From an optimization exercise on the open Yosys and OpenROAD flow, aimed at small area; shortcuts taken in it are not production practice. Only simulation tests tie the RTL to the original design; equivalence was not proved. No activity file was given, so power comes from the tool's default toggle rates.

## run 1
==> flow/design.v <==
module RICSV_TOP(
	input clk, rst_n,
	output [31:0] imem_addr,
	input  [31:0] imem_data,
	output wb_en,
	output [4:0] wb_rd,
	output [31:0] wb_data,
	output mem_we,
	output [5:0] mem_addr,
	output [31:0] mem_wdata
	);
	wire [31:0] I   = imem_data;
	wire [6:0]  op  = I[6:0];
	wire [4:0]  rs1 = I[19:15];
	wire [4:0]  rs2 = I[24:20];
	wire [4:0]  rd  = I[11:7];
	wire [2:0]  f3  = I[14:12];
	wire [6:0]  f7  = I[31:25];
	wire base   = (op[3:0] == 4'b0011);
	wire is_op  = base & (op[6:4] == 3'b011);
	wire is_opi = base & (op[6:4] == 3'b001);
	wire is_ld  = base & (op[6:4] == 3'b000);
	wire is_st  = base & (op[6:4] == 3'b010);
	wire is_br  = base & (op[6:4] == 3'b110);
	wire rf_we  = (is_op | is_opi | is_ld) & (rd != 5'd0);
	reg ph;
	always @(posedge clk)
		ph <= rst_n & ~ph;
	wire [31:0] wdata;             
	wire [31:0] rwx = {32{~rst_n}} | (wdata ^ {32{ph}});
	wire [31:0] s1, s2, swn;       
	dec5  u_dec_rs1 (.a(rs1), .y(s1));
	dec5  u_dec_rs2 (.a(rs2), .y(s2));
	dec5n u_dec_rd  (.a(rd),  .en(rf_we), .yn(swn));
	wire [31:0] rq [1:31];
	genvar k;
	generate
		for (k = 1; k < 32; k = k + 1) begin : xr
			reg  [31:0] q;
			wire [31:0] d;
			wire hd = swn[k];              
			wire wr = ~(rst_n & swn[k]);   
			st_word u_st (.q(q), .hd(hd), .x(rwx), .wr(wr), .d(d));
			always @(posedge clk)
				q <= d;
			assign rq[k] = q;
		end
	endgenerate
	wire [31:0] t1 [0:10];
	wire [31:0] t2 [0:10];
	generate
		for (k = 0; k < 10; k = k + 1) begin : rg
			aoi222_32 u1 (.a(rq[3*k+1]), .b(rq[3*k+2]), .c(rq[3*k+3]),
			              .sa(s1[3*k+1]), .sb(s1[3*k+2]), .sc(s1[3*k+3]), .y(t1[k]));
			aoi222_32 u2 (.a(rq[3*k+1]), .b(rq[3*k+2]), .c(rq[3*k+3]),
			              .sa(s2[3*k+1]), .sb(s2[3*k+2]), .sc(s2[3*k+3]), .y(t2[k]));
		end
	endgenerate
	nand2_32s u_t1l (.a(rq[31]), .sa(s1[31]), .y(t1[10]));
	nand2_32s u_t2l (.a(rq[31]), .sa(s2[31]), .y(t2[10]));
	wire [31:0] r1a, r1b, r1c, r2a, r2b, r2c;
	nand4_32 u_r1a (.a(t1[0]), .b(t1[1]), .c(t1[2]), .d(t1[3]), .y(r1a));
	nand4_32 u_r1b (.a(t1[4]), .b(t1[5]), .c(t1[6]), .d(t1[7]), .y(r1b));
	nand3_32 u_r1c (.a(t1[8]), .b(t1[9]), .c(t1[10]), .y(r1c));
	nand4_32 u_r2a (.a(t2[0]), .b(t2[1]), .c(t2[2]), .d(t2[3]), .y(r2a));
	nand4_32 u_r2b (.a(t2[4]), .b(t2[5]), .c(t2[6]), .d(t2[7]), .y(r2b));
	nand3_32 u_r2c (.a(t2[8]), .b(t2[9]), .c(t2[10]), .y(r2c));
	wire [31:0] r2   = r2a | r2b | r2c;
	wire [31:0] rs1v = (r1a | r1b | r1c) ^ {32{ph & (rs1 != 5'd0)}};
	wire [31:0] rs2v = r2 ^ {32{ph & (rs2 != 5'd0)}};
	wire        use_imm = ~op[6] & ~(op[5] & op[4]);
	wire [31:0] imm     = {{20{I[31]}}, I[31:25], op[5] ? I[11:7] : I[24:20]};
	wire [31:0] B       = use_imm ? imm : rs2v;
	wire        sub     = op[6] | (op[5] & op[4] & I[30]);
	wire [31:0] Bx      = B ^ {32{sub}};
	wire [31:0] sum     = rs1v + Bx + {31'h0, sub};
	wire        eq      = &(rs1v ^ Bx);     
	wire f7_ok  = ~op[5] | (f7 == 7'b0000000);    
	wire f7_sub = (f7 == 7'b0100000);
	wire do_add = (f3 == 3'b000) & (f7_ok | f7_sub);
	wire do_and = (f3 == 3'b111) & f7_ok;
	wire do_or  = (f3 == 3'b110) & f7_ok;
	wire [31:0] res = do_add ? sum :
	                  do_and ? (rs1v & B) :
	                  do_or  ? (rs1v | B) : rs1v;
	wire [5:0] maddr = sum[5:0];
	wire [31:0] mwx = r2 | {32{~rst_n | (ph & (rs2 == 5'd0))}};
	wire [63:0] sm, smwn;          
	dec6  u_dec_ma (.a(maddr), .y(sm));
	dec6n u_dec_mw (.a(maddr), .en(is_st), .yn(smwn));
	wire [31:0] mq [0:63];
	generate
		for (k = 0; k < 64; k = k + 1) begin : dm
			reg  [31:0] q;
			wire [31:0] d;
			wire hd = smwn[k];
			wire wr = ~(rst_n & smwn[k]);
			st_word u_st (.q(q), .hd(hd), .x(mwx), .wr(wr), .d(d));
			always @(posedge clk)
				q <= d;
			assign mq[k] = q;
		end
	endgenerate
	wire [31:0] tm [0:21];
	generate
		for (k = 0; k < 21; k = k + 1) begin : mg
			aoi222_32 u (.a(mq[3*k]), .b(mq[3*k+1]), .c(mq[3*k+2]),
			             .sa(sm[3*k]), .sb(sm[3*k+1]), .sc(sm[3*k+2]), .y(tm[k]));
		end
	endgenerate
	nand2_32s u_tml (.a(mq[63]), .sa(sm[63]), .y(tm[21]));
	wire [31:0] o0, o1, o2, o3, o4, o5;
	nand4_32 u_o0 (.a(tm[0]),  .b(tm[1]),  .c(tm[2]),  .d(tm[3]),  .y(o0));
	nand4_32 u_o1 (.a(tm[4]),  .b(tm[5]),  .c(tm[6]),  .d(tm[7]),  .y(o1));
	nand4_32 u_o2 (.a(tm[8]),  .b(tm[9]),  .c(tm[10]), .d(tm[11]), .y(o2));
	nand4_32 u_o3 (.a(tm[12]), .b(tm[13]), .c(tm[14]), .d(tm[15]), .y(o3));
	nand4_32 u_o4 (.a(tm[16]), .b(tm[17]), .c(tm[18]), .d(tm[19]), .y(o4));
	nand2_32 u_o5 (.a(tm[20]), .b(tm[21]), .y(o5));
	wire [31:0] mrd = (o0 | o1 | o2 | o3 | o4 | o5) ^ {32{ph}};
	assign wdata = op[4] ? res : mrd;
	wire        taken = is_br & eq;
	wire [12:1] immB  = {I[31], I[7], I[30:25], I[11:8]};
	reg  [31:1] pc;
	wire [31:1] pc_inc = taken ? {{19{I[31]}}, immB} : 31'd2;
	always @(posedge clk or negedge rst_n)
		if (!rst_n) pc <= 31'h0;
		else        pc <= pc + pc_inc;
	assign imem_addr = {pc, 1'b0};
	assign wb_en     = rf_we;
	assign wb_rd     = rd;
	assign wb_data   = wdata;
	assign mem_we    = is_st;
	assign mem_addr  = maddr;
	assign mem_wdata = rs2v;
endmodule
module dec5(input [4:0] a, output [31:0] y);
	assign y = 32'h1 << a;
endmodule
module dec5n(input [4:0] a, input en, output [31:0] yn);
	assign yn = ~({31'h0, en} << a);
endmodule
module dec6n(input [5:0] a, input en, output [63:0] yn);
	assign yn = ~({63'h0, en} << a);
endmodule
module dec6(input [5:0] a, output [63:0] y);
	assign y = 64'h1 << a;
endmodule
module st_word(input [31:0] q, input hd, input [31:0] x, input wr, output [31:0] d);
	assign d = ~((q & {32{hd}}) | (x & {32{wr}}));
endmodule
module aoi222_32(input [31:0] a, b, c, input sa, sb, sc, output [31:0] y);
	assign y = ~((a & {32{sa}}) | (b & {32{sb}}) | (c & {32{sc}}));
endmodule
module nand2_32s(input [31:0] a, input sa, output [31:0] y);
	assign y = ~(a & {32{sa}});
endmodule
module nand4_32(input [31:0] a, b, c, d, output [31:0] y);
	assign y = ~(a & b & c & d);
endmodule
module nand3_32(input [31:0] a, b, c, output [31:0] y);
	assign y = ~(a & b & c);
endmodule
module nand2_32(input [31:0] a, b, output [31:0] y);
	assign y = ~(a & b);
endmodule
export LEC_CHECK = 0
export CAP_MARGIN = 10
export CORE_MARGIN = 2
export CORE_UTILIZATION = 45
export CTS_BUF_LIST = sky130_fd_sc_hd__clkbuf_16
export CTS_CLUSTER_DIAMETER = 100
export CTS_CLUSTER_SIZE = 26
export PLACE_DENSITY = 0.6
export SETUP_SLACK_MARGIN = 0.5
export SLEW_MARGIN = 10
export SYNTH_HIERARCHICAL = 1
export SYNTH_MINIMUM_KEEP_SIZE = 0
create_clock -name core_clock -period 16.0 [get_ports {clk}]
standard.sh (not shown) runs the stock make flow with config.mk's settings and CLKGATE_MAP_FILE= SYNTH_SCRIPT=/design/flow/synth_recipe.tcl, a recipe that flattens the netlist after the stock synthesis.
==> flow/flow/run.sh <==
#!/bin/bash
# The standard layout (standard.sh: synthesis through finish, unchanged),
# except that the port buffers ORFS inserts before global placement are plain
# sky130_fd_sc_hd__buf_1 cells instead of its default delay-cell buffers. Every
# input and output port still gets its own buffer; the resizer sizes them up
# where timing or slew needs it. The full make output goes to standard.log.
set -euo pipefail
export BUFFER_PORTS_ARGS="-buffer_cell sky130_fd_sc_hd__buf_1"
bash standard.sh > standard.log 2>&1
Input-level comparison between run 2 and run 1:
# run 1
export LEC_CHECK = 0
export CAP_MARGIN = 10
export CORE_MARGIN = 2
export CORE_UTILIZATION = 45
export CTS_BUF_LIST = sky130_fd_sc_hd__clkbuf_16
export CTS_CLUSTER_DIAMETER = 100
export CTS_CLUSTER_SIZE = 26
export PLACE_DENSITY = 0.6
export SETUP_SLACK_MARGIN = 0.5
export SLEW_MARGIN = 10
export SYNTH_HIERARCHICAL = 1
export SYNTH_MINIMUM_KEEP_SIZE = 0
create_clock -name core_clock -period 16.0 [get_ports {clk}]
# run 2
export LEC_CHECK = 0
export CAP_MARGIN = 20
export CORE_MARGIN = 2
export CORE_UTILIZATION = 45
export CTS_BUF_LIST = sky130_fd_sc_hd__clkbuf_16
export CTS_CLUSTER_DIAMETER = 100
export CTS_CLUSTER_SIZE = 26
export PLACE_DENSITY = 0.6
export SETUP_SLACK_MARGIN = 0.5
export SLEW_MARGIN = 20
export SYNTH_HIERARCHICAL = 1
export SYNTH_MINIMUM_KEEP_SIZE = 0
create_clock -name core_clock -period 16.0 [get_ports {clk}]
Notes after the runs:
Status: clock buffer instance count of the final layout parity (run 1, run 2). Amount of wire on met3 after detailed routing | run 2 above run 1. The fmax of run 2 and that of run 1 are within noise of each other. Diff run 2..run 1 | vias per cell | negligible.
--- input diff run 2..run 3 ---
# run 2
export LEC_CHECK = 0
export CAP_MARGIN = 20
export CORE_MARGIN = 2
export CORE_UTILIZATION = 45
export CTS_BUF_LIST = sky130_fd_sc_hd__clkbuf_16
export CTS_CLUSTER_DIAMETER = 100
export CTS_CLUSTER_SIZE = 26
export PLACE_DENSITY = 0.6
export SETUP_SLACK_MARGIN = 0.5
export SLEW_MARGIN = 20
export SYNTH_HIERARCHICAL = 1
export SYNTH_MINIMUM_KEEP_SIZE = 0
create_clock -name core_clock -period 16.0 [get_ports {clk}]
# run 3
export LEC_CHECK = 0
export CAP_MARGIN = 20
export CORE_MARGIN = 2
export CORE_UTILIZATION = 52
export CTS_BUF_LIST = sky130_fd_sc_hd__clkbuf_16
export CTS_CLUSTER_DIAMETER = 100
export CTS_CLUSTER_SIZE = 26
export PLACE_DENSITY = 0.68
export SETUP_SLACK_MARGIN = 0.5
export SLEW_MARGIN = 20
export SYNTH_HIERARCHICAL = 1
export SYNTH_MINIMUM_KEEP_SIZE = 0
create_clock -name core_clock -period 16.0 [get_ports {clk}]
Findings:
- Between run 3 and run 2, the max-slew violation count does not differ in any meaningful way.
- Lower post-cts repair resize count among run 3 and run 2: run 3
- As far as flip-flop and latch count goes, run 3 and run 2 are indistinguishable; the numbers are identical.
- Going from run 2 to run 3, via count saw a decrease, met3 track utilization from global routing saw a decrease.
- Run comparison: run 3 busiest metal layer after global routing met2; run 2 busiest metal layer after global routing met1
- Routability congestion estimate from global placement: higher on run 3
- In the flow results for run 3 and run 2, the global-route usage is larger on run 3.
- Run 3 vs run 2 — wire length on met2 rose about 0.3%.
### run 3 -> run 4
# run 3
export LEC_CHECK = 0
export CAP_MARGIN = 20
export CORE_MARGIN = 2
export CORE_UTILIZATION = 52
export CTS_BUF_LIST = sky130_fd_sc_hd__clkbuf_16
export CTS_CLUSTER_DIAMETER = 100
export CTS_CLUSTER_SIZE = 26
export PLACE_DENSITY = 0.68
export SETUP_SLACK_MARGIN = 0.5
export SLEW_MARGIN = 20
export SYNTH_HIERARCHICAL = 1
export SYNTH_MINIMUM_KEEP_SIZE = 0
create_clock -name core_clock -period 16.0 [get_ports {clk}]
# run 4
export LEC_CHECK = 0
export CAP_MARGIN = 20
export CORE_MARGIN = 2
export CORE_UTILIZATION = 45
export CTS_BUF_LIST = sky130_fd_sc_hd__clkbuf_16
export CTS_CLUSTER_DIAMETER = 100
export CTS_CLUSTER_SIZE = 26
export PLACE_DENSITY = 0.6
export SETUP_SLACK_MARGIN = 0.5
export SLEW_MARGIN = 20
export SYNTH_HIERARCHICAL = 1
export SYNTH_MINIMUM_KEEP_SIZE = 0
create_clock -name core_clock -period 16.0 [get_ports {clk}]
==> flow/run.sh (new file) <==
#!/bin/bash
# synth_recipe.tcl (not shown) runs the flow's synth.tcl, then flattens the netlist and writes it again
# the make line also repeats each setting of config.mk as NAME=value (left out here)
make -C /OpenROAD-flow-scripts/flow DESIGN_CONFIG=/design/flow/config.mk WORK_HOME=/design/flow/orfs CLKGATE_MAP_FILE= SYNTH_SCRIPT=/design/flow/synth_recipe.tcl finish
removed: flow/flow/run.sh
removed: flow/standard.sh
--- outcome ---
NOTE: met1 usage in run 4 falls short of that of run 3
Delta (run 4 minus run 3): clock power shows an increase of about 4%, clock network contribution to total cell area shows no meaningful change, via count shows an increase of about 1%, worst reg-to-reg setup slack shows an increase of 0.24 ns, layout multi-input combinational cell count shows no meaningful change.
For run 4, the startpoint of the worst setup timing path was imem_data[24], unlike run 3, where it was imem_data[20].
Delta (run 4 minus run 3): worst setup slack shows an increase of 0.051 ns, total wire length after detailed routing shows an increase of 5.0%.

[what the ideal ports hide]
Ports are ideal in the flow. The routed layouts listed here were re-timed in OpenROAD.
Step 1 sets driving cells, clkbuf_16 on the clock port and buf_2 on the other inputs (assumed; they add their load-dependent delay and slew).
Step 2 adds t to the input delays and takes it off the output delays; t is the mean of the earliest and latest rising clock arrival at the registers after step 1. Input paths then give back, and output paths get back, about the clock's delay inside the block.
Three values: ideal ports, drivers, drivers and shift; two values: the first two.
run | t (ns) | setup slack, ns | cell pins on the clock port's net
run 1 | 0.962 | 0.379 / 0.232 / 0.232 | 1
run 2 | 0.952 | 0.380 / 0.273 / 0.273 | 1
run 3 | 0.953 | 0.377 / 0.247 / 0.247 | 1
run 4 | 0.985 | 0.428 / 0.398 / 0.398 | 1
After both steps every run listed still meets setup and hold. The setup slack of run 1, which loses most, moves by -0.147 ns with the drivers and by -0.147 ns with both steps.
